From an optimization exercise on the open Yosys and OpenROAD flow, aimed at small area; shortcuts taken in it are not production practice.
The RTL was checked by simulation tests, not by an equivalence proof against the original design.

Design InternalNode, start of the top module:
module InternalNode (
  input wire          clk,
  input wire          rst,
  input wire  [4:0]   in_data_valid,
  input wire  [179:0] in_data,
  output wire [4:0]   out_data_valid,
  output wire [179:0] out_data,
  input wire  [4:0]   downstream_credit,
  output wire [4:0]   upstream_credit
);
Size: ~4500 cells after synthesis, about 1700 flip-flops, roughly 380 I/O pins, roughly 68000 um^2 of cells after synthesis.
make LEC_CHECK=0 CAP_MARGIN=20 CORE_MARGIN=2 CORE_UTILIZATION=40 SLEW_MARGIN=20 finish   # period 10.0 ns
run.sh (not shown) runs the stock make flow with config.mk's settings and CLKGATE_MAP_FILE= SYNTH_SCRIPT=/design/flow/synth_recipe.tcl, a recipe that flattens the netlist after the stock synthesis.
Edit:
==> flow/flow/run.sh (new file) <==
#!/bin/bash
# Standard ORFS layout (the standard.sh) with two changes in how it is built:
# - port buffers use the smallest buffer (buf_1) instead of the resizer's pick
# - CTS uses small clock buffers and no dummy balancing loads
set -euo pipefail
export BUFFER_PORTS_ARGS="-buffer_cell sky130_fd_sc_hd__buf_1"
export CTS_ARGS="-sink_clustering_enable -repair_clock_nets -dont_use_dummy_load -buf_list {sky130_fd_sc_hd__clkbuf_4 sky130_fd_sc_hd__clkbuf_8}"
bash standard.sh > standard.log 2>&1
==> flow/standard.sh (new file) <==
#!/bin/bash
# synth_recipe.tcl (not shown) runs the flow's synth.tcl, then flattens the netlist and writes it again
# the make line also repeats each setting of config.mk as NAME=value (left out here)
make -C /OpenROAD-flow-scripts/flow DESIGN_CONFIG=/design/flow/config.mk WORK_HOME=/design/flow/orfs CLKGATE_MAP_FILE= SYNTH_SCRIPT=/design/flow/synth_recipe.tcl "${@:-finish}"
removed: flow/run.sh
=> The new run completed with no timing, DRC or antenna violations. Die area is unchanged. Routed wire length is about the same. Global-route usage is about the same. Cell area goes down by about 5%.


before:
Another version of the RTL of InternalNode (not shown whole).
Size in the first run: about 4,000 cells after synthesis, about 1,700 flip-flops, roughly 380 I/O pins, about 0.064 mm^2 of cells after synthesis.
export LEC_CHECK = 0
export CAP_MARGIN = 0
export CORE_MARGIN = 2
export CORE_UTILIZATION = 65
export SLEW_MARGIN = 0
create_clock -name core_clock -period 10.0 [get_ports {clk}]
standard.sh (not shown) runs the stock make flow with config.mk's settings and CLKGATE_MAP_FILE= SYNTH_SCRIPT=/design/flow/synth_recipe.tcl, a recipe that flattens the netlist after the stock synthesis.
==> flow/flow/run.sh <==
#!/bin/bash
# The standard ORFS layout (standard.sh), with these changes in how it is built:
# - synthesis maps with an area-oriented ABC script (flow/abc_area.script) in place
#   of ORFS's speed script; everything else in synthesis is unchanged, so the
#   registers are the standard synthesis's
# - port buffers use the smallest buffer (buf_1) instead of the resizer's pick
# - CTS clusters up to 15 sinks per clkbuf_8 leaf buffer, without dummy loads
# Each tool's output goes to ORFS's logs under orfs/logs; make's output to *.log here.
set -euo pipefail
W=$PWD
rm -rf "$W/scripts"
cp -r "$FLOW_HOME/scripts" "$W/scripts"
cp "$W/flow/abc_area.script" "$W/scripts/abc_speed.script"
export BUFFER_PORTS_ARGS="-buffer_cell sky130_fd_sc_hd__buf_1"
export CTS_ARGS="-sink_clustering_enable -repair_clock_nets -dont_use_dummy_load -sink_clustering_size 15 -sink_clustering_max_diameter 100 -buf_list {sky130_fd_sc_hd__clkbuf_8}"
bash standard.sh SCRIPTS_DIR="$W/scripts" finish > standard.log 2>&1
==> flow/flow/abc_area.script <==
&get -n
&st
&dc2
&syn3
&dch -f
&nf -a -R 1000
&put
topo
dnsize -c
before went all the way through synthesis, placement and routing and the layout is clean on timing, DRC and antenna.
Edits applied to the flow inputs when going from before to after:
Settings: a change of SLEW_MARGIN from 0 to 20; a change of CORE_UTILIZATION from 65 to 40; a change of CAP_MARGIN from 0 to 20.
--- outcome ---
- Maximum fanout along the worst path ends up higher on after.
- Between before and after, the clock-cell share of area does not differ in any meaningful way.
- after vs before: total of plain and repair buffers excluding clock buffers up by a few percent
- The minimum hold slack was comparable across before and after.
- Compared to before, after has buffers plus inverters on the worst setup path 2 higher.
- Total of clock buffers placed in the layout came out higher on after than on before.
- Taking before as the reference, in after number of global-route vias before repair now sits higher; logic depth of the worst path, buffers included now sits higher.


Setup of run 1:
Another version of the RTL of InternalNode (not shown whole).
Design InternalNode, start of the top module:
module InternalNode (
  input wire          clk,
  input wire          rst,
  input wire  [4:0]   in_data_valid,
  input wire  [179:0] in_data,
  output wire [4:0]   out_data_valid,
  output wire [179:0] out_data,
  input wire  [4:0]   downstream_credit,
  output wire [4:0]   upstream_credit
);
export LEC_CHECK = 0
export CAP_MARGIN = 20
export CORE_MARGIN = 2
export CORE_UTILIZATION = 40
export SLEW_MARGIN = 20
create_clock -name core_clock -period 10.0 [get_ports {clk}]
Scripts as last shown in full above: flow/flow/run.sh, flow/flow/abc_area.script
What run 2 does differently from run 1 at the input level:
--- a/flow/config.mk
+++ b/flow/config.mk
@@ -8,4 +8,4 @@
 export CAP_MARGIN = 20
 export CORE_MARGIN = 2
-export CORE_UTILIZATION = 40
+export CORE_UTILIZATION = 65
 export SLEW_MARGIN = 20
==> notes.md <==
- Final worst-path cycle share: run 1 vs run 2, no meaningful difference
- Compared with run 1, run 2 shows a lower routed wire length.
- Between run 1 and run 2, filler-free cell count of the finished design decreased.
- In run 2, the via count came out 205 above the value in run 1.
- Delta (run 2 minus run 1): source-to-sink clock delay at the later pin of the worst-skew pair decreased 0.10 ns; data required time at the worst endpoint went down; met1 demand-to-capacity share in global routing rose by 15 points.


Another version of the RTL of InternalNode (not shown whole).
For scale: ~4,000 cells after synthesis, about 64,000 µm² of cells after synthesis.
// InternalNode
module InternalNode (
  input wire          clk,
  input wire          rst,
  input wire  [4:0]   in_data_valid,
  input wire  [179:0] in_data,
  output wire [4:0]   out_data_valid,
  output wire [179:0] out_data,
  input wire  [4:0]   downstream_credit,
  output wire [4:0]   upstream_credit
);
clock: 10.0 ns
lec_check: 0
cap_margin: 20
core_margin: 2
core_utilization: 65
gpl_timing_driven: 0
slew_margin: 20
Scripts as last shown in full above: flow/flow/run.sh, flow/flow/abc_area.script
Next try:
Settings changed: GPL_TIMING_DRIVEN 0 to unset.
The new run passed the timing, design-rule and antenna checks.
Synthesized cell count stays the same.
Final area came out lower by about 2%.
Synthesized area is unchanged.
Via count came out lower by 1.3%.
Wire length came out lower by about 1.1%.
Global-route usage barely changes.
Sequential share of layout area came out higher by 1.4 points.
Next try:
Settings changed: CORE_UTILIZATION 65 to 80.
Setup slack is worse by 0.37 ns.
Global-route usage came out higher by 10 points.
Cell count falls by 4.0%.
Via count went up by 7.7%.
Die area is lower by 19%.
Design area fell by 0.46%.
Synthesized cell count is unchanged.
Non-clock buffer count shrinks by 4.
Next try:
==> flow/flow/run.sh (replaced) <==
#!/bin/bash
# The standard ORFS layout (standard.sh), with these changes in how it is built:
# - synthesis maps with an area-oriented ABC script (flow/abc_area.script) in place
#   of ORFS's speed script; everything else in synthesis is unchanged, so the
#   registers are the standard synthesis's
# - port buffers use the smallest buffer (buf_1) instead of the resizer's pick
# - CTS clusters up to 10 sinks per clkbuf_4 leaf buffer, without dummy loads
# Each tool's output goes to ORFS's logs under orfs/logs; make's output to *.log here.
set -euo pipefail
W=$PWD
rm -rf "$W/scripts"
cp -r "$FLOW_HOME/scripts" "$W/scripts"
cp "$W/flow/abc_area.script" "$W/scripts/abc_speed.script"
export BUFFER_PORTS_ARGS="-buffer_cell sky130_fd_sc_hd__buf_1"
export CTS_ARGS="-sink_clustering_enable -repair_clock_nets -dont_use_dummy_load -sink_clustering_size 10 -sink_clustering_max_diameter 60 -buf_list {sky130_fd_sc_hd__clkbuf_4}"
bash standard.sh SCRIPTS_DIR="$W/scripts" finish > standard.log 2>&1
Settings changed: CORE_UTILIZATION 80 to 65.
Clock-buffer cell count increases by 64.
Final cell count rises by 5.4%.
Register-to-register slack is better by 0.34 ns.
Flip-flop and latch count stays the same.
Sequential share of layout area barely changes.
Fmax is higher by 3.7%.
Non-clock buffer count goes up by 4.
Global-route usage shrinks by 9.9 points.
Design area stays flat.
Synthesized cell count is unchanged.

## re-timing with driven ports
No port has a modelled driver above. Below, the same layouts with a new extraction and two added sets of constraints. Step 1 sets driving cells, clkbuf_16 on the clock port and buf_2 on the other inputs (assumed; they add their load-dependent delay and slew). Step 2 adds t to the input delays and takes it off the output delays; t is the mean of the earliest and latest rising clock arrival at the registers after step 1. Input paths then give back, and output paths get back, about the clock's delay inside the block. a / b / c = no drivers / after step 1 / after step 2; a / b = the first two.
run | t (ns) | setup WS [ns] | worst register clock-pin slew, ns
the first run of note 1 | 0.887 | 0.637 / 0.637 / 0.637 | 0.07 / 0.07
the second run of note 1 | 1.042 | 0.469 / 0.469 / 0.469 | 0.06 / 0.06
before | 0.910 | 0.623 / 0.623 / 0.623 | 0.11 / 0.11
after | 0.947 | 0.706 / 0.706 / 0.706 | 0.11 / 0.11
run 1 | 0.934 | 0.882 / 0.882 / 0.882 | 0.10 / 0.10
run 2 | 0.876 | 0.895 / 0.895 / 0.895 | 0.11 / 0.11
the first run of note 4 | 0.869 | 0.513 / 0.513 / 0.513 | 0.11 / 0.11
the second run of note 4 | 0.881 | 0.817 / 0.817 / 0.817 | 0.11 / 0.11
the third run of note 4 | 0.836 | 0.450 / 0.450 / 0.450 | 0.12 / 0.12
the fourth run of note 4 | 1.140 | 0.795 / 0.795 / 0.795 | 0.12 / 0.12
After both steps setup and hold are still met in every run listed.
